This design comes from an exercise in tuning for small area on the open sky130 flow, not from production work.
In this exercise RTL edits were held to simulation tests only and were not proved equivalent to the original.
The clock port is modelled as an ideal driver, which makes a skipped or thinned clock tree look cheaper than it is; a real chip needs a root buffer or a tree.
Power figures rest on the tool's default switching activity, not on a simulated workload.

[flow/config.mk]
export PLATFORM = sky130hd
export DESIGN_NAME = outCPLD
export DESIGN_NICKNAME = outCPLD
export VERILOG_FILES = /design/flow/design.v
export SDC_FILE = /design/flow/constraint.sdc
export NUM_CORES = 4
export LEC_CHECK = 0
export CAP_MARGIN = 0
export CORE_MARGIN = 2
export CORE_UTILIZATION = 40
export GPL_TIMING_DRIVEN = 0
export PLACE_DENSITY = 0.6
export SLEW_MARGIN = 0
[flow/constraint.sdc]
create_clock -name core_clock -period 20.0 [get_ports {pclk_50M}]
set_input_delay 4.0000 -clock core_clock [delete_from_list [all_inputs] [get_ports {pclk_50M}]]
set_output_delay 4.0000 -clock core_clock [all_outputs]
set_load 0.01 [all_outputs]
[flow/design.v]
module	outCPLD	(
	input	pclk_50M,
	input	rst,
	input	[1:8]	outP,
	input	[1:28]	out,
	output	logic	[1:8]	eoutP,
	output	logic	[1:28]	eout);
localparam	int	T	=	500000;
localparam	logic	[18:0]	S0	=	19'h4db31;
logic	[18:0]	cnt;
logic	[1:8]	last_outP;
logic	[1:28]	last_out;
logic	check;
logic	rst_d;
wire	z18	=	~|cnt[17:0];
wire	at_t	=	cnt[18]	&	z18;		 
wire	fb	=	(cnt[18]	^	cnt[5])	&	~at_t;
wire	upd	=	~check	&	~rst;		 
wire	hld	=	check	&	~rst;
wire	fire	=	hld	&	at_t;		 
function automatic integer pidx(input integer a, input integer b);
	pidx	=	(a < b) ? (b-1)*(b-2)/2 + a : (a-1)*(a-2)/2 + b;
endfunction
logic	[1:8]	g	[1:8];
logic	[1:8]	k;
logic	[1:28]	nxt;
always_comb	begin
	for	(int i = 1; i <= 8; i++)	begin
		logic	run;
		run	=	upd	&	~outP[i];
		for	(int j = 1; j <= 8; j++)	begin
			g[i][j]	=	run;
			if	(j != i)	run	=	run	&	~(outP[j]	&	out[pidx(i,j)]);
		end
		k[i]	=	run;
	end
	for	(int b = 2; b <= 8; b++)
		for	(int a = 1; a <= 7; a++)
			if	(a < b)
				nxt[pidx(a,b)]	=	(out[pidx(a,b)]	&	((g[a][b]	&	outP[b])	|	(g[b][a]	&	outP[a])))
							|	(eout[pidx(a,b)]	&	(hld	|	(k[a]	&	outP[b])	|	(k[b]	&	outP[a])));
end
always_ff	@(posedge	pclk_50M)	begin
	last_outP	<=	outP;
	last_out	<=	out;
	rst_d	<=	rst;
	check	<=	~rst	&	(rst_d	?	(outP	==	8'b0)	&	(out	==	28'b0)
						:	(outP	==	last_outP)	&	(out	==	last_out));
	cnt	<=	check	?	{cnt[17:0],	fb}	:	S0;
	eout	<=	nxt;
	for	(int i = 1; i <= 8; i++)
		eoutP[i]	<=	(outP[i]	&	(fire	|	(eoutP[i]	&	~rst)))	|	(eoutP[i]	&	hld);
end
endmodule
[flow/flow/run.sh]
#!/bin/bash
# Own flow: the standard layout (standard.sh) with
#  - the standard synthesis, but an area-oriented abc script (flow/synth.tcl),
#  - every port still buffered, with the smallest buffer (buf_1),
#  - CTS from small clock buffers and without dummy loads.
set -euo pipefail
W=$(pwd)
sed "s#SYNTH_SCRIPT=[^ ]*#SYNTH_SCRIPT=$W/flow/synth.tcl#" standard.sh > own_standard.sh
bash own_standard.sh finish \
  "BUFFER_PORTS_ARGS=-buffer_cell sky130_fd_sc_hd__buf_1" \
  "CTS_ARGS=-sink_clustering_enable -repair_clock_nets -buf_list sky130_fd_sc_hd__clkbuf_8 -dont_use_dummy_load" \
  > flow.log 2>&1
[flow/flow/area.abc]
strash
&get -n
&deepsyn -T 20
&dch -f
&nf -R 1000
&put
topo
[flow/flow/synth.tcl]
# The standard synthesis (synth_recipe.tcl), with only the abc script for
# the combinational logic changed to an area-oriented one (area.abc).
set ::area_abc [file join [file dirname [file normalize [info script]]] area.abc]
proc synth {args} { yosys synth -nofsm -noshare {*}$args }
proc abc {args} {
  set i [lsearch -exact $args -script]
  if { $i >= 0 } { lset args [expr { $i + 1 }] $::area_abc }
  yosys abc {*}$args
}
source $::env(SCRIPTS_DIR)/synth.tcl
# left out here: clear keep_hierarchy, flatten, clean up, hide names made inside functions, write 1_2_yosys.v
[flow/standard.sh]
#!/bin/bash
# synth_recipe.tcl (not shown) runs the flow's synth.tcl, then flattens the netlist and writes it again
# the make line also repeats each setting of config.mk as NAME=value (left out here)
make -C /OpenROAD-flow-scripts/flow DESIGN_CONFIG=/design/flow/config.mk WORK_HOME=/design/flow/orfs CLKGATE_MAP_FILE= SYNTH_SCRIPT=/design/flow/synth_recipe.tcl "${@:-finish}"
==> impl_metrics.json, run 1 <==
{
  "max-clock-path-buffers": 2,
  "drc": 0,
  "dr.pass1.iters": 5,
  "setup_violations": 0,
  "synth_cell_types": 36,
  "wl_per_cell_microns": 18.7,
  "grt_use_total_pct": 24.5,
  "clk_pin_slew_worst_paths_ps": 90,
  "rsz0062_at_grt": "no",
  "yosysSeqAreaShare_pct": 48.3,
  "async_flop_share_pct": 0,
  "place_area_sq_um": 4300,
  "tightest_slew_ps": 1200,
  "rows": 35,
  "post_cts_buffers": 0,
  "antennaDiodeCount": 0,
  "fin_util_pct": 47.7,
  "antenna_left": 0,
  "viasPerCell": 5.87,
  "grt_pass1_vias": 3640,
  "grt_max_degree": 30,
  "ys_seq_elements": 93,
  "setup_slack_ps": 12680,
  "worstPathMaxFanout": 25,
  "antenna_found_initial": 0,
  "power.leakage_nw": 1.50,
  "drive_gt1_share_pct": 2.10,
  "power_density_nw_per_um2": 75.2,
  "yosysTopAreaCell": "dfxtp_1",
  "slew_viol_final": 0,
  "routed-via-count": 3832,
  "place_congestion": 0.890,
  "cap_viol_max_count": 0,
  "die_x_microns": 102,
  "synth.most_common_cell": "dfxtp_1",
  "syn_to_final_growth_pct": 15.0,
  "routed_wl_microns": 12200,
  "skew_ps": 19.8,
  "synth_commonest_cells": "93 x dfxtp_1, 76 x nand2_1, 43 x clkinv_1, 32 x a21oi_1, 21 x o21ai_0",
  "syn_area_sq_um": 3850,
  "final_nets": 564,
  "drt-initial-drc-count": 236,
  "pre_cts_ws_ps": 12400,
  "synth_edf_count": 0,
  "syn_inst": 441,
  "syn-num-nets": 479,
  "htree_levels": 3,
  "ctsResizeCount": 0,
  "grt.overflow.total": 0,
  "irDropWorstVdd_uv": 31.2,
  "yosysTopAreaCellShare_pct": 48.3,
  "cp.required_ps": 20240,
  "fin_area_sq_um": 4430,
  "hold_path_class": "register to register",
  "port_buffers": 73,
  "die_h_microns": 102,
  "power.total_mw": 0.333,
  "critPathCaptureType": "register",
  "clock_latency_ps": 370,
  "postCtsHoldBufs": 0,
  "start_util_pct": 41.5,
  "pin_count": 74,
  "tritoncts": "built",
  "cts_buffers": 9,
  "path_class": "input port to register",
  "dp_hpwl_microns": 8740,
  "startpoint_type": "input port",
  "slew_headroom_pct": 19.4,
  "clockRootBuffer": "clkbuf_8",
  "status": "timing/DRC/antenna clean",
  "core_area_sq_um": 9280,
  "grt_pass1_wl_microns": 19300,
  "synthFlopType": "dfxtp_1",
  "crit_arrival_ps": 7560,
  "finalHoldViolations": 0,
  "synth_area_leaders": "dfxtp_1 48%, nand2_1 7.4%, a221o_1 5.2%, clkinv_1 4.2%, a21oi_1 4.2%",
  "fin_setup_tns_ps": 0,
  "max_freq_ghz": 0.137,
  "syn_avg_cell_area_sq_um": 8.73,
  "die_area_sq_um": 10400,
  "yosys_warnings": 2,
  "finalCritPeriodShare_pct": 36.6,
  "fin_crit_ps": 7320,
  "numClockSinks": 93
}
[final timing paths]
check	from	slack (ps)	end	cells past startpoint
worst max-delay path	outP[4]	12680	eout[6]	11
worst min-delay path	cnt[14]	450	cnt[15]	1
worst max register to register	check	15950	eout[6]	11
worst min register to register	cnt[14]	450	cnt[15]	1
[critical path, cell delays in order]
cell and delay (ps):
buf_1 440, a211oi_1 560, nand2_1 140, a21oi_1 200
nand2_1 150, a21oi_1 200, a21boi_0 400, a21boi_0 990
a221o_1 290, nand2_1 50, o311ai_0 100
[stage by stage]
step	std cells	hold WS [ps]
after floorplan	441	411
after global placement	643	422
after detailed placement	644	429
after CTS	653	455
after global routing	653	488
final	653	454
[layout make-up]
| class | instances | area [sq um] |
|---|---|---|
| Fill cell | 971 | 4860 |
| Clock buffer | 9 | 124 |
| Timing Repair Buffer | 74 | 289 |
| Sequential cell | 93 | 1860 |
| Inverter | 43 | 161 |
| Tap cell | 129 | 161 |
| Multi-Input combinational cell | 305 | 1830 |
[per-layer routing]
metal / track usage, % / up-vias / part of all wire (%)
met5: 0 / - / 0
met4: 7.59 / 0 / 1.4
met3: 3.21 / 17 / 8.1
met2: 38.4 / 182 / 44
met1: 35.4 / 1806 / 47
li1: - / 1827 / -
[kinds of logic (layout without fill, tap and decap cells)]
group	Yosys count	after routing	share of synthesized area, %
flip-flops	93	93	48.3
AND/OR/NAND/NOR	155	155	18.9
XOR/XNOR	3	3	0.682
AO/OA/AOI/OAI	147	147	27.9
buffers and inverters	43	126	4.19
[registers in the layout, indices dropped and copies added (netlist names)]
register	cells
eout	28
last_out	28
eoutP	8
check	1
cnt	19
rst_d	1
last_outP	8
[report_power, final]
| part | total [mW] | switching, mW | internal (mW) |
|---|---|---|---|
| Sequential | 0.194 | 0.00293 | 0.191 |
| Combinational | 0.0379 | 0.0271 | 0.0108 |
| Clock | 0.101 | 0.0603 | 0.0405 |
[layout by cell type, fill, tap and decap left out, drive strengths merged, types with 8 or more instances in the layout]
cell type,count
o22ai,12
a21oi,32
a32oi,8
a221o,20
nand2b,9
clkinv,43
dfxtp,93
nor4,14
and2,9
nand2,76
o21ai,21
nand3,20
nor2,12
clkbuf,9
buf,74
a221oi,14
==> inputs of run 2 (changes only) <==
--- a/flow/config.mk
+++ b/flow/config.mk
@@ -7,7 +7,6 @@
 export LEC_CHECK = 0
-export CAP_MARGIN = 0
+export CAP_MARGIN = 20
 export CORE_MARGIN = 2
 export CORE_UTILIZATION = 40
-export GPL_TIMING_DRIVEN = 0
 export PLACE_DENSITY = 0.6
-export SLEW_MARGIN = 0
+export SLEW_MARGIN = 20
==> run 2 against run 1 <==
Largest power group unchanged. Largest cell class unchanged. Synthesized cell count did not move. Die area stayed put. Clock-buffer cell count is the same. Setup slack better by 69 ps. Still clean.
==> impl_metrics.json, run 2 <==
{
  "antenna_left": 0,
  "dp_cells": 652,
  "clock_latency_ps": 360,
  "fill_cells": 968,
  "worstPathMaxFanout": 11,
  "cp.required_ps": 20270,
  "drive_gt1_share_pct": 3.38,
  "htree_levels": 3,
  "crit_arrival_ps": 7510,
  "die_x_microns": 102,
  "power_density_nw_per_um2": 74.8,
  "final_cell_mix": "93 x dfxtp_1, 76 x nand2_1, 73 x buf_1, 43 x clkinv_1, 32 x a21oi_1",
  "postCtsHoldBufs": 0,
  "syn-num-nets": 479,
  "numClockSinks": 93,
  "irDropWorstVdd_uv": 31.4,
  "cts_buffers": 9,
  "antennaDiodeCount": 0,
  "syn_inst": 441,
  "routed_wl_microns": 13100,
  "startpoint_type": "input port",
  "path_class": "input port to register",
  "rows": 35,
  "die_area_sq_um": 10400,
  "pin_count": 74,
  "grt_pass1_wl_microns": 20300,
  "setup_slack_ps": 12750,
  "final_nets": 572,
  "regArea_sq_um": 1860,
  "post_cts_buffers": 0,
  "final_cell_count_no_fill": 661,
  "slew_headroom_pct": 26.5,
  "fin_util_pct": 48.2,
  "ys_seq_elements": 93,
  "fin_crit_ps": 7250,
  "ctsResizeCount": 0,
  "syn_area_sq_um": 3850,
  "power.leakage_nw": 1.53,
  "place_congestion": 0.948,
  "status": "timing/DRC/antenna clean",
  "yosysSeqAreaShare_pct": 48.3,
  "dr.pass1.iters": 5,
  "grt_pass1_vias": 3723,
  "multi_input_area_sq_um": 1830,
  "layout_commonest_cell": "dfxtp_1",
  "skew_ps": 14.7,
  "setup_violations": 0,
  "wl_per_cell_microns": 19.7,
  "synth_cell_types": 36,
  "drc": 0,
  "syn_avg_cell_area_sq_um": 8.73,
  "die_h_microns": 102,
  "rsz0062_at_grt": "no",
  "antenna_found_initial": 0,
  "grt_max_degree": 30,
  "port_buffers": 73,
  "finalCritPeriodShare_pct": 36.2,
  "synth_edf_count": 0,
  "core_area_sq_um": 9280,
  "slew_viol_final": 0,
  "drt-initial-drc-count": 305,
  "max-clock-path-buffers": 2,
  "synth_area_leaders": "dfxtp_1 48%, nand2_1 7.4%, a221o_1 5.2%, clkinv_1 4.2%, a21oi_1 4.2%",
  "tightest_slew_ps": 1090,
  "routed-via-count": 3962,
  "cap_viol_max_count": 0,
  "synth_commonest_cells": "93 x dfxtp_1, 76 x nand2_1, 43 x clkinv_1, 32 x a21oi_1, 21 x o21ai_0",
  "grt_use_total_pct": 25.8,
  "synthFlopType": "dfxtp_1",
  "max_freq_ghz": 0.138,
  "synth.most_common_cell": "dfxtp_1",
  "critPathCaptureType": "register",
  "clk_pin_slew_worst_paths_ps": 90,
  "async_flop_share_pct": 0,
  "reg2reg_slack_ps": 15960,
  "tritoncts": "built",
  "power.total_mw": 0.335,
  "start_util_pct": 41.5,
  "fin_setup_tns_ps": 0,
  "grt.overflow.total": 0,
  "finalHoldViolations": 0,
  "yosys_warnings": 2,
  "viasPerCell": 5.99,
  "clockRootBuffer": "clkbuf_8",
  "hold_path_class": "register to register",
  "holdPathStages": 1,
  "pre_cts_ws_ps": 12440,
  "syn_to_final_growth_pct": 16.3,
  "yosysTopAreaCell": "dfxtp_1",
  "worstRegToRegCells": 11,
  "dp_hpwl_microns": 9520,
  "top_regs": "eout: 28 flops, last_out: 28 flops, cnt: 19 flops",
  "yosysTopAreaCellShare_pct": 48.3
}
[run 2: changes by cell type in the layout (fill, tap and decap cells not counted), sizes merged]
| cell | before | now |
|---|---|---|
| buf | 74 | 82 |
[run 2: layout make-up]
type	instances	area share (%)
multi-input combinational	305	40.8
clock buffer	9	2.77
inverter	43	3.60
sequential	93	41.6
tap	129	3.60
timing repair buffer	82	7.63
[run 2: layer usage]
layer / vias to the layer above / GRT usage [%] / share of wire [%]
met5: - / 0 / 0
met1: 1884 / 36.8 / 46
met2: 208 / 39.2 / 44
li1: 1847 / - / -
met4: 0 / 10.1 / 2.0
met3: 23 / 4.04 / 7.9
[run 2: critical path, cell delays in order]
cell and delay, ps:
buf_1 240, or2_0 330, a211oi_1 480, nand2_1 150, a21oi_1 200, nand2_1 170, a21oi_1 230, a21boi_0 370
a21boi_0 910, a221o_1 290, a32oi_1 50, o21ai_0 100
[run 2: worst paths after layout]
kind                 from      end
setup / recovery      rst  eout[5]
hold / removal    cnt[13]  cnt[14]
setup reg to reg    check  eout[5]
hold reg to reg   cnt[13]  cnt[14]
[run 2: power by group]
group	leakage, nW	total, mW	internal (mW)	switching, mW
clock network	0.0647	0.101	0.0405	0.0601
registers	0.766	0.195	0.191	0.00332
logic	0.704	0.0399	0.0118	0.0281
total	1.53	0.335	0.244	0.0915
[run 2: logic make-up (layout without fill, tap and decap cells)]
kind of cell              count (synthesis)  in the layout  share of synthesized area, %
and+or+nand+nor                         155            155                          18.9
AOI/OAI and AO/OA                       147            147                          27.9
xor gates and xnor gates                  3              3                         0.682
buffers and inverters                    43            134                          4.19
DFF                                      93             93                          48.3
[run 2: through the flow]
stage | cell area [sq um] | hold slack (ps)
finish | 4480 | 451
global route | 4480 | 478
CTS | 4480 | 459
detailed placement | 4350 | 435
global placement | 4350 | 419
floorplan | 3850 | 411
==> inputs of run 3 (changes only) <==
--- a/flow/flow/run.sh
+++ b/flow/flow/run.sh
@@ -10,3 +10,3 @@
   "BUFFER_PORTS_ARGS=-buffer_cell sky130_fd_sc_hd__buf_1" \
-  "CTS_ARGS=-sink_clustering_enable -repair_clock_nets -buf_list sky130_fd_sc_hd__clkbuf_8 -dont_use_dummy_load" \
+  "CTS_ARGS=-sink_clustering_enable -repair_clock_nets -root_buf sky130_fd_sc_hd__clkbuf_8 -buf_list sky130_fd_sc_hd__clkbuf_4 -dont_use_dummy_load" \
   > flow.log 2>&1
==> run 3 against run 2 <==
Still clean on timing, DRC and antenna. Non-clock buffer count did not move. Sequential share of layout area unchanged. Area after synthesis is the same. Routed wire length unchanged. Die area stayed put. Sequential power barely moved. Final cell count did not move. Critical path type unchanged.
==> impl_metrics.json, run 3 <==
{
  "wl_per_cell_microns": 19.7,
  "power.total_mw": 0.335,
  "ctsResizeCount": 0,
  "place_congestion": 0.948,
  "status": "timing/DRC/antenna clean",
  "post_cts_buffers": 0,
  "dr.pass1.iters": 5,
  "clockRootBuffer": "clkbuf_8",
  "grt.overflow.total": 0,
  "syn_area_sq_um": 3850,
  "worstPathMaxFanout": 11,
  "yosys_warnings": 2,
  "htree_levels": 3,
  "synth_cell_types": 36,
  "top_regs": "eout: 28 flops, last_out: 28 flops, cnt: 19 flops",
  "routed_wl_microns": 13100,
  "drc": 0,
  "async_flop_share_pct": 0,
  "grt_pass1_vias": 3723,
  "cp.required_ps": 20270,
  "die_h_microns": 102,
  "antenna_found_initial": 0,
  "cts_buffers": 9,
  "synth.most_common_cell": "dfxtp_1",
  "worstRegToRegCells": 11,
  "power.leakage_nw": 1.53,
  "path_class": "input port to register",
  "syn_to_final_growth_pct": 16.3,
  "drive_gt1_share_pct": 3.38,
  "dp_hpwl_microns": 9520,
  "fin_setup_tns_ps": 0,
  "layout_commonest_cell": "dfxtp_1",
  "viasPerCell": 5.99,
  "grt_pass1_wl_microns": 20300,
  "grt_use_total_pct": 25.8,
  "irDropWorstVdd_uv": 31.4,
  "max-clock-path-buffers": 2,
  "synthFlopType": "dfxtp_1",
  "grt_max_degree": 30,
  "hold_path_class": "register to register",
  "setup_violations": 0,
  "start_util_pct": 41.5,
  "clock_latency_ps": 360,
  "synth_area_leaders": "dfxtp_1 48%, nand2_1 7.4%, a221o_1 5.2%, clkinv_1 4.2%, a21oi_1 4.2%",
  "rsz0062_at_grt": "no",
  "finalCritPeriodShare_pct": 36.2,
  "port_buffers": 73,
  "tritoncts": "built",
  "clk_pin_slew_worst_paths_ps": 90,
  "holdCritStartpoint": "cnt[13]",
  "power_density_nw_per_um2": 74.8,
  "holdPathStages": 1,
  "antenna_left": 0,
  "postCtsHoldBufs": 0,
  "yosysTopAreaCell": "dfxtp_1",
  "pin_count": 74,
  "r2r_end": "eout[5]",
  "routed-via-count": 3962,
  "ys_seq_elements": 93,
  "crit_arrival_ps": 7510,
  "core_area_sq_um": 9280,
  "yosysTopAreaCellShare_pct": 48.3,
  "startpoint_type": "input port",
  "drt-initial-drc-count": 305,
  "tightest_slew_ps": 1090,
  "numClockSinks": 93,
  "synth_commonest_cells": "93 x dfxtp_1, 76 x nand2_1, 43 x clkinv_1, 32 x a21oi_1, 21 x o21ai_0",
  "yosysSeqAreaShare_pct": 48.3,
  "syn_inst": 441,
  "skew_ps": 14.7,
  "die_x_microns": 102,
  "max_freq_ghz": 0.138,
  "cap_viol_max_count": 0,
  "antennaDiodeCount": 0,
  "finalHoldViolations": 0,
  "die_area_sq_um": 10400,
  "syn_avg_cell_area_sq_um": 8.73,
  "synth_edf_count": 0,
  "fin_crit_ps": 7250,
  "slew_headroom_pct": 26.5,
  "rows": 35,
  "final_cell_mix": "93 x dfxtp_1, 76 x nand2_1, 73 x buf_1, 43 x clkinv_1, 32 x a21oi_1",
  "slew_viol_final": 0,
  "reg2reg_slack_ps": 15960,
  "critPathCaptureType": "register",
  "final_nets": 572,
  "min_to": "cnt[14]",
  "rr_startpoint": "check",
  "syn-num-nets": 479
}
run 3: cell counts in the layout (fill, tap and decap cells not counted):
No cell type changed its count.
run 3: through the flow:
stage | cells | setup WS [ps] | hold WS, ps | cell area, sq um | util (%)
final | 661 | 12750 | 451 | 4480 | 48.2
after global routing | 661 | 12530 | 478 | 4480 | 48.2
after CTS | 661 | 12800 | 459 | 4480 | 48.2
after detailed placement | 652 | 12440 | 435 | 4350 | 46.9
after global placement | 652 | 12460 | 419 | 4350 | 46.9
after floorplan | 441 | 13780 | 411 | 3850 | -
run 3: how the worst max path moves through the flow:
stage | start | to | slack, ps | depth (start not counted)
after CTS | rst | eout[6] | 12800 | 12
final | rst | eout[5] | 12750 | 12
after detailed placement | rst | eout[14] | 12440 | 12
after global routing | rst | eout[5] | 12530 | 12
after floorplan | rst | eout[6] | 13780 | 11
after global placement | rst | eout[14] | 12460 | 12
run 3: layer usage:
| metal | up-vias | track usage, % | wire length, microns |
|---|---|---|---|
| met3 | 23 | 4.04 | 1040 |
| met4 | 0 | 10.1 | 255 |
| met2 | 208 | 39.2 | 5700 |
| li1 | 1847 | - | - |
| met5 | - | 0 | 0 |
| met1 | 1884 | 36.8 | 6060 |
run 3: logic make-up (layout without fill, tap and decap cells):
family | count (synthesis) | after routing | synth area share [%]
flip-flops | 93 | 93 | 48.3
buffers and inverters | 43 | 134 | 4.19
AND/OR/NAND/NOR | 155 | 155 | 18.9
XOR/XNOR | 3 | 3 | 0.682
AO/OA/AOI/OAI | 147 | 147 | 27.9
run 3: cell type report:
class	count	area, sq um
Fill cell	968	4810
Inverter	43	161
Timing Repair Buffer	82	342
Multi-Input combinational cell	305	1830
Clock buffer	9	124
Tap cell	129	161
Sequential cell	93	1860
run 3: worst max-delay path, cell delays in order:
cell      delay (ps)
buf_1            240
or2_0            330
a211oi_1         480
nand2_1          150
a21oi_1          200
nand2_1          170
a21oi_1          230
a21boi_0         370
a21boi_0         910
a221o_1          290
a32oi_1           50
o21ai_0          100
run 3: report_power, final:
| group | total, mW | internal (mW) | leakage, nW | switching, mW |
|---|---|---|---|---|
| clock | 0.101 | 0.0405 | 0.0647 | 0.0601 |
| sequential | 0.195 | 0.191 | 0.766 | 0.00332 |
| combinational | 0.0399 | 0.0118 | 0.704 | 0.0281 |
| total | 0.335 | 0.244 | 1.53 | 0.0915 |
==> inputs of run 4 (changes only) <==
--- a/flow/flow/run.sh
+++ b/flow/flow/run.sh
@@ -10,3 +10,3 @@
   "BUFFER_PORTS_ARGS=-buffer_cell sky130_fd_sc_hd__buf_1" \
-  "CTS_ARGS=-sink_clustering_enable -repair_clock_nets -root_buf sky130_fd_sc_hd__clkbuf_8 -buf_list sky130_fd_sc_hd__clkbuf_4 -dont_use_dummy_load" \
+  "CTS_ARGS=-sink_clustering_enable -repair_clock_nets -buf_list sky130_fd_sc_hd__clkbuf_8 -sink_clustering_size 24 -dont_use_dummy_load" \
   > flow.log 2>&1
--- a/flow/config.mk
+++ b/flow/config.mk
@@ -7,6 +7,7 @@
 export LEC_CHECK = 0
-export CAP_MARGIN = 20
+export CAP_MARGIN = 0
 export CORE_MARGIN = 2
 export CORE_UTILIZATION = 40
+export GPL_TIMING_DRIVEN = 0
 export PLACE_DENSITY = 0.6
-export SLEW_MARGIN = 20
+export SLEW_MARGIN = 0
==> run 4 against run 3 <==
Die area did not move. Flip-flop and latch count did not move. Sequential power barely moved. Global-route usage fell by 1.3 points. Routed wire length fell by 6.4%. Largest power group unchanged. Largest cell class unchanged. Area after synthesis did not move. Register-to-register slack barely moved. Via count fell by 3.3%. Setup slack got worse by 69 ps. Highest routed layer unchanged. Critical path type unchanged. Synthesized cell count did not move. Core utilization fell by 0.54 points. Fmax fell by 0.95%.
==> impl_metrics.json, run 4 <==
{
  "wl_per_cell_microns": 18.7,
  "drc": 0,
  "grt.overflow.total": 0,
  "place_congestion": 0.890,
  "setup_violations": 0,
  "pwr-share-seq_pct": 58.3,
  "synth_commonest_cells": "93 x dfxtp_1, 76 x nand2_1, 43 x clkinv_1, 32 x a21oi_1, 21 x o21ai_0",
  "core_area_sq_um": 9280,
  "cap_viol_max_count": 0,
  "skew_ps": 19.8,
  "layout_commonest_cell": "dfxtp_1",
  "pin_count": 74,
  "synth_edf_count": 0,
  "irDropWorstVdd_uv": 31.2,
  "die_h_microns": 102,
  "drt-initial-drc-count": 236,
  "routed_wl_microns": 12200,
  "finalHoldViolations": 0,
  "cpMostUsedCell": "nand2_1",
  "htree_levels": 3,
  "power.leakage_nw": 1.50,
  "yosysSeqAreaShare_pct": 48.3,
  "grt_pass1_vias": 3640,
  "antenna_found_initial": 0,
  "dr.pass1.iters": 5,
  "dp_hpwl_microns": 8740,
  "die_x_microns": 102,
  "intPower_mw": 0.243,
  "antennaDiodeCount": 0,
  "finalCritPeriodShare_pct": 36.6,
  "final_cell_count_no_fill": 653,
  "syn_avg_cell_area_sq_um": 8.73,
  "p_clk_share_pct": 30.3,
  "slew_viol_final": 0,
  "syn_inst": 441,
  "synth_cell_types": 36,
  "crit_arrival_ps": 7560,
  "yosysTopAreaCellShare_pct": 48.3,
  "slowest_delay_ps": 990,
  "power_density_nw_per_um2": 75.2,
  "slowest_stage": "a21boi_0",
  "grt_use_total_pct": 24.5,
  "max_freq_ghz": 0.137,
  "final_cell_mix": "93 x dfxtp_1, 76 x nand2_1, 73 x buf_1, 43 x clkinv_1, 32 x a21oi_1",
  "clock_latency_ps": 370,
  "syn_area_sq_um": 3850,
  "ys_seq_elements": 93,
  "numClockSinks": 93,
  "synthFlopType": "dfxtp_1",
  "viasPerCell": 5.87,
  "die_area_sq_um": 10400,
  "tritoncts": "built",
  "start_util_pct": 41.5,
  "postCtsHoldBufs": 0,
  "synth.most_common_cell": "dfxtp_1",
  "fin_util_pct": 47.7,
  "yosysTopAreaCell": "dfxtp_1",
  "comb_power_share_pct": 11.4,
  "startpoint_type": "input port",
  "synth_area_leaders": "dfxtp_1 48%, nand2_1 7.4%, a221o_1 5.2%, clkinv_1 4.2%, a21oi_1 4.2%",
  "port_buffers": 73,
  "antenna_left": 0,
  "worstPathMaxFanout": 25,
  "clockRootBuffer": "clkbuf_8",
  "critPathCaptureType": "register",
  "p_sw_share_pct": 27.1,
  "path_class": "input port to register",
  "pre_cts_ws_ps": 12400,
  "rows": 35,
  "routed-via-count": 3832,
  "rsz0062_at_grt": "no",
  "yosys_warnings": 2,
  "tightest_slew_ps": 1200,
  "post_cts_buffers": 0,
  "p_sw_mw": 0.0903,
  "hold_path_class": "register to register",
  "cp.required_ps": 20240,
  "syn-num-nets": 479,
  "max-clock-path-buffers": 2,
  "clk_pin_slew_worst_paths_ps": 90,
  "cts_buffers": 9,
  "drive_gt1_share_pct": 2.10,
  "holdWs_ps": 454,
  "async_flop_share_pct": 0,
  "crit_chain": "buf_1 > a211oi_1 > nand2_1 > a21oi_1 > nand2_1 > a21oi_1 > a21boi_0 > a21boi_0 > a221o_1 > nand2_1 > o311ai_0",
  "grt_pass1_wl_microns": 19300,
  "final_nets": 564,
  "fin_crit_ps": 7320,
  "status": "timing/DRC/antenna clean",
  "fin_setup_tns_ps": 0,
  "ctsResizeCount": 0,
  "setup_slack_ps": 12680,
  "grt_max_degree": 30,
  "dp_cells": 644,
  "slew_headroom_pct": 19.4,
  "syn_to_final_growth_pct": 15.0,
  "top_regs": "eout: 28 flops, last_out: 28 flops, cnt: 19 flops"
}
[run 4: cell counts after synthesis]
Identical to the previous run, type by type.
[run 4: through the flow]
stage	cell area, sq um	power [mW]
6_report	4430	0.333
5_1_grt	4430	0.346
4_1_cts	4430	0.333
3_5_place_dp	4300	0.236
3_3_place_gp	4290	0.235
2_1_floorplan	3850	0.215
[run 4: power by group through the flow]
stage	Combinational (mW)	Clock (mW)	Sequential [mW]
after floorplan	0.0161	0	0.199
after global placement	0.0368	0	0.198
after detailed placement	0.0371	0	0.198
after CTS	0.0373	0.102	0.194
after global routing	0.0417	0.110	0.195
final	0.0379	0.101	0.194
[run 4: layout make-up]
| class | count | area (sq um) |
|---|---|---|
| clock buffer | 9 | 124 |
| fill | 971 | 4860 |
| inverter | 43 | 161 |
| multi-input combinational | 305 | 1830 |
| sequential | 93 | 1860 |
| tap | 129 | 161 |
| timing repair buffer | 74 | 289 |
[run 4: worst paths after layout]
| check | start | to | cells past startpoint | slack (ps) |
|---|---|---|---|---|
| worst max-delay path | outP[4] | eout[6] | 11 | 12680 |
| worst min-delay path | cnt[14] | cnt[15] | 1 | 450 |
| worst max register to register | check | eout[6] | 11 | 15950 |
| worst min register to register | cnt[14] | cnt[15] | 1 | 450 |
[run 4: cells by family after synthesis]
group | synth area share [%]
buffers and inverters | 4.19
flip-flops | 48.3
XOR/XNOR | 0.682
AO/OA/AOI/OAI | 27.9
AND/OR/NAND/NOR | 18.9
[run 4: metal layers]
layer | track usage [%] | wire length [microns] | part of all wire [%] | up-vias
met1 | 35.4 | 5700 | 47 | 1806
met5 | 0 | 0 | 0 | -
met3 | 3.21 | 992 | 8.1 | 17
met4 | 7.59 | 172 | 1.4 | 0
li1 | - | - | - | 1827
met2 | 38.4 | 5340 | 44 | 182
[run 4: critical path: cells and delay by family]
family | cells | cell delay [ps]
AO/OA/AOI/OAI | 7 | 2740
buffers and inverters | 1 | 440
AND/OR/NAND/NOR | 3 | 340
==> inputs of run 5 (changes only) <==
--- a/flow/flow/run.sh
+++ b/flow/flow/run.sh
@@ -10,3 +10,3 @@
   "BUFFER_PORTS_ARGS=-buffer_cell sky130_fd_sc_hd__buf_1" \
-  "CTS_ARGS=-sink_clustering_enable -repair_clock_nets -buf_list sky130_fd_sc_hd__clkbuf_8 -sink_clustering_size 24 -dont_use_dummy_load" \
+  "CTS_ARGS=-sink_clustering_enable -repair_clock_nets -buf_list sky130_fd_sc_hd__clkbuf_16 -sink_clustering_size 50 -dont_use_dummy_load" \
   > flow.log 2>&1
==> run 5 against run 4 <==
Clock power grew 43%. Largest cell class unchanged. Global-route usage rose by 0.10 points. Final cell count stayed put. Total power is 13% higher. Clock skew fell by 7.0 ps. Core utilization grew 1.1 points. Setup slack improved by 7.7 ps. Combinational power hardly changed. Sequential share of layout area decreased by 0.94 points. Hold slack worse by 9.9 ps.
==> impl_metrics.json, run 5 <==
{
  "status": "timing/DRC/antenna clean",
  "worstPathMaxFanout": 25,
  "path_class": "input port to register",
  "critPathTopFamily": "compound AO/OA/AOI/OAI gates",
  "intPower_mw": 0.282,
  "yosysTopAreaCell": "dfxtp_1",
  "power_density_nw_per_um2": 83.1,
  "port_buffers": 73,
  "core_area_sq_um": 9280,
  "finalHoldViolations": 0,
  "cap_viol_max_count": 0,
  "routed_wl_microns": 12300,
  "yosysTopAreaCellShare_pct": 48.3,
  "clockRootBuffer": "clkbuf_16",
  "critPathCaptureType": "register",
  "dp_hpwl_microns": 8740,
  "setup_slack_ps": 12690,
  "syn-num-nets": 479,
  "viasPerCell": 5.89,
  "path_buf_inv": 1,
  "routed-via-count": 3846,
  "hold_path_class": "register to register",
  "final_nets": 564,
  "start_util_pct": 41.5,
  "synth_cell_types": 36,
  "p_sw_share_pct": 25.2,
  "syn_avg_cell_area_sq_um": 8.73,
  "p_sw_mw": 0.0948,
  "drive_gt1_share_pct": 2.10,
  "syn_inst": 441,
  "final_cell_mix": "93 x dfxtp_1, 76 x nand2_1, 73 x buf_1, 43 x clkinv_1, 32 x a21oi_1",
  "top_regs": "eout: 28 flops, last_out: 28 flops, cnt: 19 flops",
  "syn_area_sq_um": 3850,
  "dr.pass1.iters": 5,
  "grt.overflow.total": 0,
  "fin_crit_ps": 7310,
  "synthFlopType": "dfxtp_1",
  "rsz0062_at_grt": "no",
  "pre_cts_ws_ps": 12400,
  "startpoint_type": "input port",
  "syn_to_final_growth_pct": 17.6,
  "setup_violations": 0,
  "grt_pass1_vias": 3646,
  "tightest_slew_ps": 1170,
  "crit_arrival_ps": 7560,
  "postCtsHoldBufs": 0,
  "htree_levels": 3,
  "grt_use_total_pct": 24.6,
  "finalCritPeriodShare_pct": 36.5,
  "slowest_stage": "a21boi_0",
  "irDropWorstVdd_uv": 36.3,
  "ctsResizeCount": 0,
  "slowest_delay_ps": 970,
  "pwr-share-seq_pct": 51.6,
  "max_freq_ghz": 0.137,
  "drc": 0,
  "slew_viol_final": 0,
  "slew_headroom_pct": 21.5,
  "die_area_sq_um": 10400,
  "yosysSeqAreaShare_pct": 48.3,
  "max-clock-path-buffers": 2,
  "layout_commonest_cell": "dfxtp_1",
  "p_clk_share_pct": 38.3,
  "power.total_mw": 0.376,
  "post_cts_buffers": 0,
  "die_x_microns": 102,
  "grt_max_degree": 30,
  "skew_ps": 12.8,
  "yosys_warnings": 2,
  "antenna_found_initial": 0,
  "cp.required_ps": 20250,
  "tritoncts": "built",
  "async_flop_share_pct": 0,
  "power.leakage_nw": 1.54,
  "antenna_left": 0,
  "clock_latency_ps": 340,
  "clk_pin_slew_worst_paths_ps": 70,
  "cts_buffers": 9,
  "synth.most_common_cell": "dfxtp_1",
  "rows": 35,
  "die_h_microns": 102,
  "comb_power_share_pct": 10.1,
  "place_congestion": 0.890,
  "synth_commonest_cells": "93 x dfxtp_1, 76 x nand2_1, 43 x clkinv_1, 32 x a21oi_1, 21 x o21ai_0",
  "pin_count": 74,
  "synth_edf_count": 0,
  "synth_area_leaders": "dfxtp_1 48%, nand2_1 7.4%, a221o_1 5.2%, clkinv_1 4.2%, a21oi_1 4.2%",
  "wl_per_cell_microns": 18.8,
  "antennaDiodeCount": 0,
  "ys_seq_elements": 93,
  "numClockSinks": 93,
  "grt_pass1_wl_microns": 19400,
  "fin_setup_tns_ps": 0,
  "drt-initial-drc-count": 275,
  "crit_chain": "buf_1 > a211oi_1 > nand2_1 > a21oi_1 > nand2_1 > a21oi_1 > a21boi_0 > a21boi_0 > a221o_1 > a32oi_1 > o31ai_1"
}
[run 5: path summary, 6_finish.rpt]
path	from	endpoint	slack, ps	cells after the start
max	outP[4]	eout[14]	12690	11
min	cnt[3]	cnt[4]	440	1
min reg2reg	cnt[3]	cnt[4]	440	1
max reg2reg	check	eout[14]	16010	11
[run 5: power by group through the flow]
stage	registers (mW)	logic [mW]	clock network, mW
2_1_floorplan	0.199	0.0161	0
3_3_place_gp	0.198	0.0368	0
3_5_place_dp	0.198	0.0371	0
4_1_cts	0.194	0.0374	0.146
5_1_grt	0.195	0.0418	0.154
6_report	0.194	0.0380	0.144
[run 5: layout make-up]
cell class                 instances  area [sq um]
clock buffer                       9           225
inverter                          43           161
fill                             952          4750
timing repair buffer              74           289
tap                              129           161
sequential                        93          1860
multi-input combinational        305          1830
[run 5: per-stage QoR]
stage / hold slack (ps) / util [%] / cell area (sq um) / std cells
floorplan: 411 / - / 3850 / 441
global placement: 422 / 46.2 / 4290 / 643
global route: 481 / 48.8 / 4530 / 653
CTS: 449 / 48.8 / 4530 / 653
detailed placement: 429 / 46.4 / 4300 / 644
finish: 445 / 48.8 / 4530 / 653
[run 5: cells by family after synthesis]
| logic type | count (synthesis) | share of synthesized area (%) |
|---|---|---|
| XOR/XNOR | 3 | 0.682 |
| AND/OR/NAND/NOR | 155 | 18.9 |
| flip-flops | 93 | 48.3 |
| buffers and inverters | 43 | 4.19 |
| AO/OA/AOI/OAI | 147 | 27.9 |
[run 5: per-layer routing]
layer  wire length, microns  up-vias  global-route usage [%]
li1                       -     1838                       -
met3                   1070       16                    4.10
met5                      0        -                       0
met1                   5600     1819                    35.0
met4                    180        0                    7.90
met2                   5410      173                    38.4
==> inputs of run 6 (changes only) <==
--- a/flow/flow/run.sh
+++ b/flow/flow/run.sh
@@ -10,3 +10,3 @@
   "BUFFER_PORTS_ARGS=-buffer_cell sky130_fd_sc_hd__buf_1" \
-  "CTS_ARGS=-sink_clustering_enable -repair_clock_nets -buf_list sky130_fd_sc_hd__clkbuf_16 -sink_clustering_size 50 -dont_use_dummy_load" \
+  "CTS_ARGS=-repair_clock_nets -buf_list sky130_fd_sc_hd__clkbuf_16 -dont_use_dummy_load" \
   > flow.log 2>&1
==> run 6 against run 5 <==
Still clean. Routed wire length unchanged. Combinational power about the same. Setup slack unchanged. Clock-buffer cell count unchanged. Global-route usage unchanged. Non-clock buffer count unchanged. Clock skew unchanged. Critical path depth unchanged. Synthesized cell count unchanged. Hold slack unchanged. Via count unchanged. Critical path type unchanged. Largest cell class unchanged.
==> impl_metrics.json, run 6 <==
{
  "die_area_sq_um": 10400,
  "worstPathMaxFanout": 25,
  "fin_crit_ps": 7310,
  "finalCritPeriodShare_pct": 36.5,
  "synth_commonest_cells": "93 x dfxtp_1, 76 x nand2_1, 43 x clkinv_1, 32 x a21oi_1, 21 x o21ai_0",
  "htree_levels": 3,
  "synth.most_common_cell": "dfxtp_1",
  "place_area_sq_um": 4300,
  "ys_seq_elements": 93,
  "yosys_warnings": 2,
  "fin_setup_tns_ps": 0,
  "async_flop_share_pct": 0,
  "hold_path_class": "register to register",
  "core_area_sq_um": 9280,
  "cts_buffers": 9,
  "cp.required_ps": 20250,
  "clock_latency_ps": 340,
  "slew_headroom_pct": 21.5,
  "antennaDiodeCount": 0,
  "syn-num-nets": 479,
  "slew_viol_final": 0,
  "dp_cells": 644,
  "antenna_left": 0,
  "post_cts_buffers": 0,
  "max-clock-path-buffers": 2,
  "die_x_microns": 102,
  "grt_pass1_vias": 3646,
  "critPathCaptureType": "register",
  "grt.overflow.total": 0,
  "ctsResizeCount": 0,
  "place_congestion": 0.890,
  "viasPerCell": 5.89,
  "power.leakage_nw": 1.54,
  "numClockSinks": 93,
  "fin_area_sq_um": 4530,
  "final_cell_mix": "93 x dfxtp_1, 76 x nand2_1, 73 x buf_1, 43 x clkinv_1, 32 x a21oi_1",
  "clockRootBuffer": "clkbuf_16",
  "power_density_nw_per_um2": 83.1,
  "grt_use_total_pct": 24.6,
  "routed_wl_microns": 12300,
  "tritoncts": "built",
  "syn_area_sq_um": 3850,
  "drt-initial-drc-count": 275,
  "antenna_found_initial": 0,
  "synth_edf_count": 0,
  "synth_area_leaders": "dfxtp_1 48%, nand2_1 7.4%, a221o_1 5.2%, clkinv_1 4.2%, a21oi_1 4.2%",
  "rsz0062_at_grt": "no",
  "port_buffers": 73,
  "yosysSeqAreaShare_pct": 48.3,
  "final_cell_count_no_fill": 653,
  "skew_ps": 12.8,
  "layout_commonest_cell": "dfxtp_1",
  "die_h_microns": 102,
  "clk_pin_slew_worst_paths_ps": 70,
  "fin_util_pct": 48.8,
  "rows": 35,
  "setup_violations": 0,
  "synth_cell_types": 36,
  "top_regs": "eout: 28 flops, last_out: 28 flops, cnt: 19 flops",
  "crit_arrival_ps": 7560,
  "finalHoldViolations": 0,
  "wl_per_cell_microns": 18.8,
  "drc": 0,
  "cap_viol_max_count": 0,
  "pin_count": 74,
  "routed-via-count": 3846,
  "syn_inst": 441,
  "syn_to_final_growth_pct": 17.6,
  "yosysTopAreaCell": "dfxtp_1",
  "path_class": "input port to register",
  "start_util_pct": 41.5,
  "status": "timing/DRC/antenna clean",
  "syn_avg_cell_area_sq_um": 8.73,
  "postCtsHoldBufs": 0,
  "max_freq_ghz": 0.137,
  "startpoint_type": "input port",
  "power.total_mw": 0.376,
  "grt_pass1_wl_microns": 19400,
  "dp_hpwl_microns": 8740,
  "synthFlopType": "dfxtp_1",
  "yosysTopAreaCellShare_pct": 48.3,
  "tightest_slew_ps": 1170,
  "drive_gt1_share_pct": 2.10,
  "irDropWorstVdd_uv": 36.3,
  "final_nets": 564,
  "dr.pass1.iters": 5,
  "grt_max_degree": 30
}
==> run 6: cell counts after synthesis <==
No cell type changed its count.
==> run 6: power breakdown <==
part	total, mW	leakage (nW)	switching (mW)	internal (mW)
registers	0.194	0.766	0.00297	0.191
logic	0.0380	0.667	0.0272	0.0108
clock network	0.144	0.111	0.0647	0.0793
total	0.376	1.54	0.0948	0.282
==> run 6: cell type report <==
class	instances	area, sq um
Fill cell	952	4750
Clock buffer	9	225
Multi-Input combinational cell	305	1830
Timing Repair Buffer	74	289
Tap cell	129	161
Sequential cell	93	1860
Inverter	43	161
==> run 6: layer usage <==
metal | vias to the layer above | track usage, % | part of all wire (%)
met5 | - | 0 | 0
met4 | 0 | 7.90 | 1.5
met3 | 16 | 4.10 | 8.7
met2 | 173 | 38.4 | 44
met1 | 1819 | 35.0 | 46
li1 | 1838 | - | -
==> run 6: metrics by stage <==
step | setup slack, ps | hold WS (ps)
2_1_floorplan | 13780 | 411
3_3_place_gp | 12370 | 422
3_5_place_dp | 12400 | 429
4_1_cts | 12750 | 449
5_1_grt | 12370 | 481
6_report | 12690 | 445
==> run 6: path summary, 6_finish.rpt <==
path / from / endpoint / slack (ps) / cells after the start
setup reg to reg: check / eout[14] / 16010 / 11
setup / recovery: outP[4] / eout[14] / 12690 / 11
hold reg to reg: cnt[3] / cnt[4] / 440 / 1
hold / removal: cnt[3] / cnt[4] / 440 / 1
==> run 6: worst max-delay path, cell delays in order <==
cell      delay (ps)
buf_1            450
a211oi_1         560
nand2_1          140
a21oi_1          200
nand2_1          140
a21oi_1          200
a21boi_0         400
a21boi_0         970
a221o_1          300
a32oi_1           60
o31ai_1          130
==> run 6: logic make-up (layout without fill, tap and decap cells) <==
| kind of cell | after synthesis | in the layout | share of synthesized area [%] |
|---|---|---|---|
| compound gates | 147 | 147 | 27.9 |
| xor+xnor | 3 | 3 | 0.682 |
| buf+inv | 43 | 126 | 4.19 |
| flops | 93 | 93 | 48.3 |
| simple gates | 155 | 155 | 18.9 |
==> inputs of run 7 (changes only) <==
--- a/flow/design.v
+++ b/flow/design.v
@@ -9,3 +9,5 @@
 localparam	logic	[18:0]	S0	=	19'h4db31;
-logic	[18:0]	cnt;
+localparam	logic	[18:0]	POL	=	19'h55555;
+logic	[18:0]	cq;
+wire	[18:0]	cnt	=	cq	^	POL;
 logic	[1:8]	last_outP;
@@ -39,4 +41,6 @@
 			if	(a < b)
-				nxt[pidx(a,b)]	=	(out[pidx(a,b)]	&	((g[a][b]	&	outP[b])	|	(g[b][a]	&	outP[a])))
-							|	(eout[pidx(a,b)]	&	(hld	|	(k[a]	&	outP[b])	|	(k[b]	&	outP[a])));
+				nxt[pidx(a,b)]	=	((outP[a]	|	outP[b])
+							&	((out[pidx(a,b)]	&	(g[a][b]	|	g[b][a]))
+							|	(eout[pidx(a,b)]	&	(k[a]	|	k[b]))))
+							|	(eout[pidx(a,b)]	&	hld);
 end
@@ -48,3 +52,3 @@
 						:	(outP	==	last_outP)	&	(out	==	last_out));
-	cnt	<=	check	?	{cnt[17:0],	fb}	:	S0;
+	cq	<=	(check	?	{cnt[17:0],	fb}	:	S0)	^	POL;
 	eout	<=	nxt;
--- a/flow/flow/run.sh
+++ b/flow/flow/run.sh
@@ -4,3 +4,3 @@
 #  - every port still buffered, with the smallest buffer (buf_1),
-#  - CTS from small clock buffers and without dummy loads.
+#  - CTS from clkbuf_8 buffers only, without dummy loads.
 set -euo pipefail
@@ -10,3 +10,3 @@
   "BUFFER_PORTS_ARGS=-buffer_cell sky130_fd_sc_hd__buf_1" \
-  "CTS_ARGS=-repair_clock_nets -buf_list sky130_fd_sc_hd__clkbuf_16 -dont_use_dummy_load" \
+  "CTS_ARGS=-sink_clustering_enable -repair_clock_nets -buf_list sky130_fd_sc_hd__clkbuf_8 -dont_use_dummy_load" \
   > flow.log 2>&1
==> flow/flow/area.abc (replaced) <==
strash
&get -n
&deepsyn -T 60
&dch -f
&nf -R 1000
&put
topo
==> run 7 against run 6 <==
Routed wire length hardly changed. Synthesized cell count shrank 2.5%. Total power decreased by 11%. Critical path type unchanged. Critical endpoint is now eout[20]. Largest cell class unchanged.
==> impl_metrics.json, run 7 <==
{
  "tritoncts": "built",
  "grt.overflow.total": 0,
  "rows": 35,
  "max-clock-path-buffers": 2,
  "synth_area_leaders": "dfxtp_1 50%, nand2_1 6.0%, o21ai_0 5.2%, a21oi_1 4.3%, clkinv_1 4.1%",
  "async_flop_share_pct": 0,
  "fin_crit_ps": 7000,
  "yosysTopAreaCellShare_pct": 49.6,
  "critPathCaptureType": "register",
  "die_x_microns": 101,
  "routed-via-count": 3708,
  "worstRegToRegCells": 9,
  "viasPerCell": 5.94,
  "clockRootBuffer": "clkbuf_8",
  "dp_hpwl_microns": 9150,
  "tightest_slew_ps": 1070,
  "slew_viol_final": 0,
  "startpoint_type": "input port",
  "routed_wl_microns": 12300,
  "dr.pass1.iters": 5,
  "status": "timing/DRC/antenna clean",
  "antenna_found_initial": 1,
  "synth_edf_count": 0,
  "syn_area_sq_um": 3750,
  "path_class": "input port to register",
  "endpoint": "eout[20]",
  "clk_pin_slew_worst_paths_ps": 90,
  "clock_latency_ps": 360,
  "drt-initial-drc-count": 270,
  "cp-startpoint": "rst",
  "pin_count": 74,
  "power_density_nw_per_um2": 77.9,
  "syn_inst": 430,
  "rr_startpoint": "check",
  "grt_max_degree": 31,
  "finalHoldViolations": 0,
  "worstPathMaxFanout": 10,
  "final_nets": 552,
  "start_util_pct": 41.0,
  "drc": 0,
  "numClockSinks": 93,
  "drive_gt1_share_pct": 1.76,
  "grt_pass1_vias": 3474,
  "slew_headroom_pct": 28.9,
  "cts_buffers": 9,
  "final_cell_mix": "93 x dfxtp_1, 73 x buf_1, 60 x nand2_1, 41 x clkinv_1, 39 x o21ai_0",
  "fin_setup_tns_ps": 0,
  "synth_cell_types": 38,
  "antenna_left": 0,
  "synthFlopType": "dfxtp_1",
  "hold_path_class": "register to register",
  "fin_util_pct": 46.9,
  "wl_per_cell_microns": 19.7,
  "skew_ps": 14.1,
  "die_h_microns": 101,
  "yosysTopAreaCell": "dfxtp_1",
  "power.leakage_nw": 1.52,
  "finalCritPeriodShare_pct": 35.0,
  "post_cts_buffers": 0,
  "cap_viol_max_count": 0,
  "die_area_sq_um": 10200,
  "yosysSeqAreaShare_pct": 49.6,
  "crit_arrival_ps": 7300,
  "syn-num-nets": 468,
  "r2r_end": "eout[20]",
  "port_buffers": 73,
  "ctsResizeCount": 0,
  "max_freq_ghz": 0.143,
  "rsz0062_at_grt": "no",
  "reg2reg_slack_ps": 16100,
  "core_area_sq_um": 9150,
  "grt_pass1_wl_microns": 18800,
  "synth.most_common_cell": "dfxtp_1",
  "setup_violations": 0,
  "yosys_warnings": 2,
  "irDropWorstVdd_uv": 29.4,
  "top_regs": "eout: 28 flops, last_out: 28 flops, cq: 19 flops",
  "syn_avg_cell_area_sq_um": 8.72,
  "cp.required_ps": 20300,
  "postCtsHoldBufs": 0,
  "layout_commonest_cell": "dfxtp_1",
  "syn_to_final_growth_pct": 14.4,
  "ys_seq_elements": 93,
  "synth_commonest_cells": "93 x dfxtp_1, 60 x nand2_1, 41 x clkinv_1, 39 x o21ai_0, 32 x a21oi_1",
  "htree_levels": 3,
  "grt_use_total_pct": 24.6,
  "place_congestion": 0.920
}
run 7: cell types whose count changed after synthesis, moves of 10 or more:
cell	previous run	this run
o21ai_0	21	39
a221o_1	20	0
nand2_1	76	60
nand3_1	20	0
nor2b_1	2	12
run 7: worst min path at each step:
stage / cells after the start / from / end / slack (ps)
after floorplan: 1 / cq[4] / cq[5] / 360
after global placement: 1 / cq[4] / cq[5] / 370
after detailed placement: 1 / cq[4] / cq[5] / 370
after CTS: 1 / cq[4] / cq[5] / 390
after global routing: 1 / cq[4] / cq[5] / 400
final: 1 / cq[4] / cq[5] / 390
run 7: critical path: stages:
cell       delay [ps]
buf_1             160
or2_0             430
a211oi_1          480
o211ai_1          200
a21oi_1           170
a21boi_0          270
a21boi_0          450
a21boi_0          740
o21ai_0           220
a2bb2oi_1         180
run 7: stage by stage:
step                      hold WS (ps)  area [sq um]  cells  setup WS (ps)  total power [mW]
after global placement             366          4160    614          12610             0.239
after detailed placement           369          4160    614          12610             0.239
after global routing               397          4290    623          12700             0.348
after floorplan                    358          3750    430          13780             0.218
after CTS                          390          4290    623          12970             0.335
final                              388          4290    624          13000             0.334
run 7: cells by family (layout without fill, tap and decap cells):
logic type / after synthesis / after routing / share of synthesized area, %
flip-flops: 93 / 93 / 49.6
other: 0 / 1 / 0
buffers and inverters: 41 / 123 / 4.10
AND/OR/NAND/NOR: 127 / 127 / 15.8
XOR/XNOR: 4 / 4 / 0.934
AO/OA/AOI/OAI: 165 / 165 / 29.5
run 7: metal layers:
layer  wire length, microns  global-route usage, %  up-vias
met5                      0                      0        -
met4                    196                   8.43        0
met3                   1160                   6.45       17
met2                   5430                   37.2      180
met1                   5480                   34.0     1762
li1                       -                      -     1749
run 7: final cells by class:
| type | instances | area [sq um] |
|---|---|---|
| fillers | 937 | 4860 |
| flip-flops and latches | 93 | 1860 |
| multi-input cells | 296 | 1740 |
| repair buffers | 73 | 274 |
| inverters | 41 | 154 |
| well taps | 111 | 139 |
| clock buffers | 9 | 124 |
| diodes | 1 | 2.50 |
run 7: report_power, final:
| group | leakage [nW] | total, mW | switching (mW) | internal (mW) |
|---|---|---|---|---|
| clock network | 0.0647 | 0.0987 | 0.0582 | 0.0404 |
| registers | 0.767 | 0.196 | 0.00345 | 0.192 |
| logic | 0.688 | 0.0401 | 0.0276 | 0.0125 |
| total | 1.52 | 0.334 | 0.0893 | 0.245 |
==> inputs of run 8 (changes only) <==
--- a/flow/flow/run.sh
+++ b/flow/flow/run.sh
@@ -11,2 +11,3 @@
   "CTS_ARGS=-sink_clustering_enable -repair_clock_nets -buf_list sky130_fd_sc_hd__clkbuf_8 -dont_use_dummy_load" \
+  "POST_CTS_TCL=$W/flow/post_cts.tcl" \
   > flow.log 2>&1
==> flow/flow/post_cts.tcl (new file) <==
# Rebuild the clock tree that CTS made with fewer leaves: the flip-flops
# are split into NX x NY groups by position (NX columns, each cut into NY
# rows), each group is
# driven by one of CTS's leaf buffers moved to the group's centre, and the
# other leaf buffers are removed. The clock port still drives only the
# root buffer, and every flip-flop is one root and one leaf buffer away.
set nx 3
set ny 2
set nleaf [expr {$nx * $ny}]
set leaf_master sky130_fd_sc_hd__clkbuf_8
set root_master sky130_fd_sc_hd__clkbuf_2
set block [ord::get_db_block]
set db [ord::get_db]
set port_net [$block findNet pclk_50M]
set roots {}
foreach it [$port_net getITerms] {
  if { [$it isInputSignal] } { lappend roots [$it getInst] }
}
if { [llength $roots] != 1 } { error "expected one clock root buffer, found [llength $roots]" }
set root [lindex $roots 0]
set root_out [[$root findITerm X] getNet]
set leaves {}
set sinks {}
foreach it [$root_out getITerms] {
  if { ![$it isInputSignal] } { continue }
  set inst [$it getInst]
  if { ![string match "sky130_fd_sc_hd__clkbuf_*" [[$inst getMaster] getName]] } {
    error "clock root drives [$inst getName], not a buffer"
  }
  lappend leaves $inst
  foreach s [[[$inst findITerm X] getNet] getITerms] {
    if { [$s isInputSignal] } {
      set bb [[$s getInst] getBBox]
      lappend sinks [list [expr {([$bb xMin] + [$bb xMax]) / 2}] [expr {([$bb yMin] + [$bb yMax]) / 2}] $s]
    }
  }
}
if { [llength $leaves] < $nleaf } { error "CTS made [llength $leaves] leaves, fewer than $nleaf" }
set sinks [lsort -integer -index 0 $sinks]
set n [llength $sinks]
set groups {}
for { set c 0 } { $c < $nx } { incr c } {
  set col [lsort -integer -index 1 [lrange $sinks [expr {$c * $n / $nx}] [expr {($c + 1) * $n / $nx - 1}]]]
  set m [llength $col]
  for { set r 0 } { $r < $ny } { incr r } {
    lappend groups [lrange $col [expr {$r * $m / $ny}] [expr {($r + 1) * $m / $ny - 1}]]
  }
}
set keep [lrange $leaves 0 [expr {$nleaf - 1}]]
for { set g 0 } { $g < $nleaf } { incr g } {
  set leaf [lindex $keep $g]
  set net [[$leaf findITerm X] getNet]
  set xs 0; set ys 0; set cnt 0
  foreach e [lindex $groups $g] {
    lassign $e x y s
    $s disconnect
    $s connect $net
    set xs [expr {$xs + $x}]; set ys [expr {$ys + $y}]; incr cnt
  }
  $leaf swapMaster [$db findMaster $leaf_master]
  $leaf setLocation [expr {$xs / $cnt}] [expr {$ys / $cnt}]
  $leaf setPlacementStatus PLACED
  puts "post_cts: [$leaf getName] drives $cnt flip-flops"
}
foreach leaf [lrange $leaves $nleaf end] {
  set net [[$leaf findITerm X] getNet]
  foreach it [$leaf getITerms] { $it disconnect }
  odb::dbInst_destroy $leaf
  odb::dbNet_destroy $net
}
$root swapMaster [$db findMaster $root_master]
detailed_placement
check_placement -verbose
estimate_parasitics -placement
report_check_types -max_slew -max_capacitance
==> run 8 against run 7 <==
Flip-flop and latch count unchanged. Synthesized cell count did not move. Critical path type unchanged. Critical endpoint unchanged. Still clean on timing, DRC and antenna. Setup slack improved by 130 ps. Combinational power hardly changed. Final cell count is 0.48% lower. Sequential share of layout area is 0.40 points higher. Register-to-register slack got worse by 90 ps. Highest routed layer unchanged.
==> impl_metrics.json, run 8 <==
{
  "holdCritStartpoint": "cq[4]",
  "synth.most_common_cell": "dfxtp_1",
  "cap_viol_max_count": 0,
  "start_util_pct": 41.0,
  "core_area_sq_um": 9150,
  "slew_viol_final": 0,
  "ys_seq_elements": 93,
  "yosysTopAreaCellShare_pct": 49.6,
  "rr_startpoint": "check",
  "viasPerCell": 5.97,
  "cp.required_ps": 20480,
  "skew_ps": 13.9,
  "place_area_sq_um": 4160,
  "dp_cells": 614,
  "reg2reg_slack_ps": 16010,
  "r2r_end": "eout[20]",
  "rsz0062_at_grt": "no",
  "clock_latency_ps": 540,
  "syn_to_final_growth_pct": 13.3,
  "clk_pin_slew_worst_paths_ps": 110,
  "syn_area_sq_um": 3750,
  "synth_cell_types": 38,
  "place_congestion": 0.920,
  "setup_violations": 0,
  "worstPathMaxFanout": 10,
  "port_buffers": 73,
  "grt_max_degree": 31,
  "power_density_nw_per_um2": 75.3,
  "die_h_microns": 101,
  "fill_cells": 948,
  "die_area_sq_um": 10200,
  "antenna_found_initial": 0,
  "yosysTopAreaCell": "dfxtp_1",
  "slew_headroom_pct": 30.2,
  "route.met3.wl_microns": 1040,
  "fin_crit_ps": 6870,
  "met1_length_microns": 5520,
  "regArea_sq_um": 1860,
  "synth_edf_count": 0,
  "grt.overflow.total": 0,
  "status": "timing/DRC/antenna clean",
  "grt_pass1_wl_microns": 18800,
  "rows": 35,
  "antennaDiodeCount": 0,
  "antenna_left": 0,
  "multi_input_area_sq_um": 1740,
  "holdPathStages": 1,
  "syn_avg_cell_area_sq_um": 8.72,
  "synthFlopType": "dfxtp_1",
  "synth_commonest_cells": "93 x dfxtp_1, 60 x nand2_1, 41 x clkinv_1, 39 x o21ai_0, 32 x a21oi_1",
  "grt_use_total_pct": 24.6,
  "numClockSinks": 93,
  "syn-num-nets": 468,
  "max_freq_ghz": 0.146,
  "critPathCaptureType": "register",
  "drt-initial-drc-count": 361,
  "hold_path_class": "register to register",
  "dr.pass1.iters": 5,
  "pre_cts_ws_ps": 12610,
  "power.leakage_nw": 1.50,
  "yosysSeqAreaShare_pct": 49.6,
  "async_flop_share_pct": 0,
  "drc": 0,
  "grt_pass1_vias": 3486,
  "pin_count": 74,
  "layout_commonest_cell": "dfxtp_1",
  "top_regs": "eout: 28 flops, last_out: 28 flops, cq: 19 flops",
  "syn_inst": 430,
  "worstRegToRegCells": 9,
  "routed_wl_microns": 12200,
  "path_class": "input port to register",
  "fin_util_pct": 46.5,
  "startpoint_type": "input port",
  "min_to": "cq[5]",
  "crit_arrival_ps": 7340,
  "routed-via-count": 3709,
  "synth_area_leaders": "dfxtp_1 50%, nand2_1 6.0%, o21ai_0 5.2%, a21oi_1 4.3%, clkinv_1 4.1%",
  "setup_slack_ps": 13130,
  "tightest_slew_ps": 1050,
  "final_nets": 550,
  "final_cell_count_no_fill": 621,
  "dp_hpwl_microns": 9150,
  "finalCritPeriodShare_pct": 34.3,
  "die_x_microns": 101,
  "wl_met2_microns": 5260,
  "drive_gt1_share_pct": 1.37,
  "finalHoldViolations": 0,
  "yosys_warnings": 2,
  "wl_per_cell_microns": 19.7,
  "fin_setup_tns_ps": 0,
  "fin_area_sq_um": 4250,
  "irDropWorstVdd_uv": 46.7,
  "final_cell_mix": "93 x dfxtp_1, 73 x buf_1, 60 x nand2_1, 41 x clkinv_1, 39 x o21ai_0",
  "dr.max_layer_used": "met4"
}
## run 8: changes by cell type in the layout (fill, tap and decap cells not counted)
cell      previous run  this run
clkbuf_2             0         1
clkbuf_8             9         6
diode_2              1         0
## run 8: logic make-up after synthesis
| logic type | synth area share (%) |
|---|---|
| flops | 49.6 |
| xor+xnor | 0.934 |
| simple gates | 15.8 |
| buf+inv | 4.10 |
| compound gates | 29.5 |
## run 8: worst max-delay path, stage by stage
cell	delay, ps
buf_1	150
or2_0	430
a211oi_1	480
o211ai_1	200
a21oi_1	180
a21boi_0	270
a21boi_0	480
a21boi_0	760
o21ai_0	220
a2bb2oi_1	180
## run 8: area by class of cell
type	instances	share of cell area (%)
clock buffers	7	2.06
inverters	41	3.62
multi-input cells	296	40.8
flip-flops and latches	93	43.8
well taps	111	3.27
repair buffers	73	6.44
## run 8: per-stage QoR
step	hold slack, ps	total power, mW
final	390	0.320
after detailed placement	369	0.239
after global placement	366	0.239
after floorplan	358	0.218
after global routing	399	0.332
## run 8: power by group
part	switching (mW)	leakage (nW)	internal, mW	total (mW)
Combinational	0.0276	0.688	0.0125	0.0401
Sequential	0.00343	0.767	0.192	0.195
Clock	0.0568	0.0473	0.0278	0.0846
Total	0.0878	1.50	0.232	0.320
## run 8: worst max path at each step
stage	start	to	slack [ps]	cells after the start
floorplan	rst	eout[20]	13780	9
global route	rst	eout[20]	12880	10
finish	rst	eout[20]	13130	10
detailed placement	rst	eout[20]	12610	10
global placement	rst	eout[20]	12610	10
## run 8: metal layers
layer,up-vias,global-route usage [%]
met4,0,10.1
met5,-,0
met2,177,37.4
li1,1748,-
met3,31,6.38
met1,1753,33.2
==> inputs of run 9 (changes only) <==
--- a/flow/flow/run.sh
+++ b/flow/flow/run.sh
@@ -4,3 +4,4 @@
 #  - every port still buffered, with the smallest buffer (buf_1),
-#  - CTS from clkbuf_8 buffers only, without dummy loads.
+#  - CTS from clkbuf_8 buffers only, without dummy loads, then its tree
+#    rebuilt with six leaf buffers (flow/post_cts.tcl).
 set -euo pipefail
==> run 9 against run 8 <==
Clock power hardly changed. Critical path depth is the same. Hold slack is the same. First-iteration DRC count stayed put. Core utilization unchanged. Cell area unchanged. Global-route usage stayed put. Sequential power hardly changed. Clock-buffer cell count stayed put. Fmax stayed put. Non-clock buffer count stayed put. Total power unchanged. Critical path type unchanged. Largest power group unchanged.
==> impl_metrics.json, run 9 <==
{
  "critPathTopFamily": "compound AO/OA/AOI/OAI gates",
  "place_area_sq_um": 4160,
  "regArea_sq_um": 1860,
  "clk_pin_slew_worst_paths_ps": 110,
  "hold_path_class": "register to register",
  "antenna_left": 0,
  "core_area_sq_um": 9150,
  "async_flop_share_pct": 0,
  "dp_cells": 614,
  "crit_chain": "buf_1 > or2_0 > a211oi_1 > o211ai_1 > a21oi_1 > a21boi_0 > a21boi_0 > a21boi_0 > o21ai_0 > a2bb2oi_1",
  "setup_violations": 0,
  "fin_area_sq_um": 4250,
  "drive_gt1_share_pct": 1.37,
  "skew_ps": 13.9,
  "status": "timing/DRC/antenna clean",
  "clock_latency_ps": 540,
  "final_cell_mix": "93 x dfxtp_1, 73 x buf_1, 60 x nand2_1, 41 x clkinv_1, 39 x o21ai_0",
  "setup_slack_ps": 13130,
  "r2r_end": "eout[20]",
  "rr_startpoint": "check",
  "grt_pass1_wl_microns": 18800,
  "syn_to_final_growth_pct": 13.3,
  "holdCritStartpoint": "cq[4]",
  "synth_edf_count": 0,
  "place_congestion": 0.920,
  "die_x_microns": 101,
  "reg2reg_slack_ps": 16010,
  "slew_headroom_pct": 30.2,
  "rows": 35,
  "synth_area_leaders": "dfxtp_1 50%, nand2_1 6.0%, o21ai_0 5.2%, a21oi_1 4.3%, clkinv_1 4.1%",
  "drc": 0,
  "slew_viol_final": 0,
  "path_buf_inv": 1,
  "numClockSinks": 93,
  "yosysTopAreaCell": "dfxtp_1",
  "power.leakage_nw": 1.50,
  "layout_commonest_cell": "dfxtp_1",
  "synth.most_common_cell": "dfxtp_1",
  "wl_per_cell_microns": 19.7,
  "dr.pass1.iters": 5,
  "port_buffers": 73,
  "finalHoldViolations": 0,
  "startpoint_type": "input port",
  "yosysSeqAreaShare_pct": 49.6,
  "start_util_pct": 41.0,
  "crit_arrival_ps": 7340,
  "antennaDiodeCount": 0,
  "pre_cts_ws_ps": 12610,
  "grt_use_total_pct": 24.6,
  "die_area_sq_um": 10200,
  "finalCritPeriodShare_pct": 34.3,
  "final_cell_count_no_fill": 621,
  "drt-initial-drc-count": 361,
  "routed_wl_microns": 12200,
  "grt_pass1_vias": 3486,
  "holdPathStages": 1,
  "power_density_nw_per_um2": 75.3,
  "top_regs": "eout: 28 flops, last_out: 28 flops, cq: 19 flops",
  "tightest_slew_ps": 1050,
  "cp.required_ps": 20480,
  "viasPerCell": 5.97,
  "cap_viol_max_count": 0,
  "irDropWorstVdd_uv": 46.7,
  "min_to": "cq[5]",
  "fill_cells": 948,
  "multi_input_area_sq_um": 1740,
  "antenna_found_initial": 0,
  "max_freq_ghz": 0.146,
  "cp-startpoint": "rst",
  "holdWs_ps": 390,
  "worstPathMaxFanout": 10,
  "worstRegToRegCells": 9,
  "rsz0062_at_grt": "no",
  "die_h_microns": 101,
  "syn-num-nets": 468,
  "synth_commonest_cells": "93 x dfxtp_1, 60 x nand2_1, 41 x clkinv_1, 39 x o21ai_0, 32 x a21oi_1",
  "slowest_delay_ps": 760,
  "fin_setup_tns_ps": 0,
  "syn_area_sq_um": 3750,
  "yosysTopAreaCellShare_pct": 49.6,
  "slowest_stage": "a21boi_0",
  "grt.overflow.total": 0,
  "path_class": "input port to register",
  "fin_crit_ps": 6870,
  "critPathCaptureType": "register",
  "routed-via-count": 3709,
  "yosys_warnings": 2,
  "dp_hpwl_microns": 9150,
  "synth_cell_types": 38,
  "cpMostUsedCell": "a21boi_0",
  "grt_max_degree": 31,
  "syn_inst": 430,
  "pin_count": 74,
  "synthFlopType": "dfxtp_1",
  "syn_avg_cell_area_sq_um": 8.72,
  "final_nets": 550,
  "ys_seq_elements": 93
}
==> run 9: layout make-up <==
class                   count  share of cell area [%]
flip-flops and latches     93                    43.8
multi-input cells         296                    40.8
repair buffers             73                    6.44
inverters                  41                    3.62
well taps                 111                    3.27
clock buffers               7                    2.06
==> run 9: logic make-up after synthesis <==
family                 after synthesis  synth area share [%]
AO/OA/AOI/OAI                      165                  29.5
XOR/XNOR                             4                 0.934
buffers and inverters               41                  4.10
flip-flops                          93                  49.6
AND/OR/NAND/NOR                    127                  15.8
==> run 9: through the flow <==
stage	util (%)	power [mW]
final	46.5	0.320
after floorplan	-	0.218
after detailed placement	45.5	0.239
after global routing	46.5	0.332
after global placement	45.5	0.239
==> run 9: worst max-delay path by stage <==
stage / depth (start not counted) / slack, ps / to
global placement: 10 / 12610 / eout[20]
global route: 10 / 12880 / eout[20]
finish: 10 / 13130 / eout[20]
floorplan: 9 / 13780 / eout[20]
detailed placement: 10 / 12610 / eout[20]
==> run 9: metal layers <==
layer	global-route usage, %	wire length [microns]
met1	33.2	5520
met2	37.4	5260
met3	6.38	1040
met4	10.1	390
met5	0	0
==> run 9: worst reg2reg max path: cells and delay by family, from the launching register on <==
family	cells	cell delay, ps
AO/OA/AOI/OAI	8	2770
flip-flops	1	610
AND/OR/NAND/NOR	1	550
==> run 9: power by group <==
group | switching [mW] | internal (mW)
Sequential | 0.00343 | 0.192
Clock | 0.0568 | 0.0278
Combinational | 0.0276 | 0.0125

Re-timed with assumed drivers on the ports (clkbuf_16 on the clock, buf_2 on other inputs), run 9 has 13.140 ns of setup slack against 13.131 ns with ideal ports, and 12.581 ns once port delays also move by the mid clock arrival of 0.559 ns.
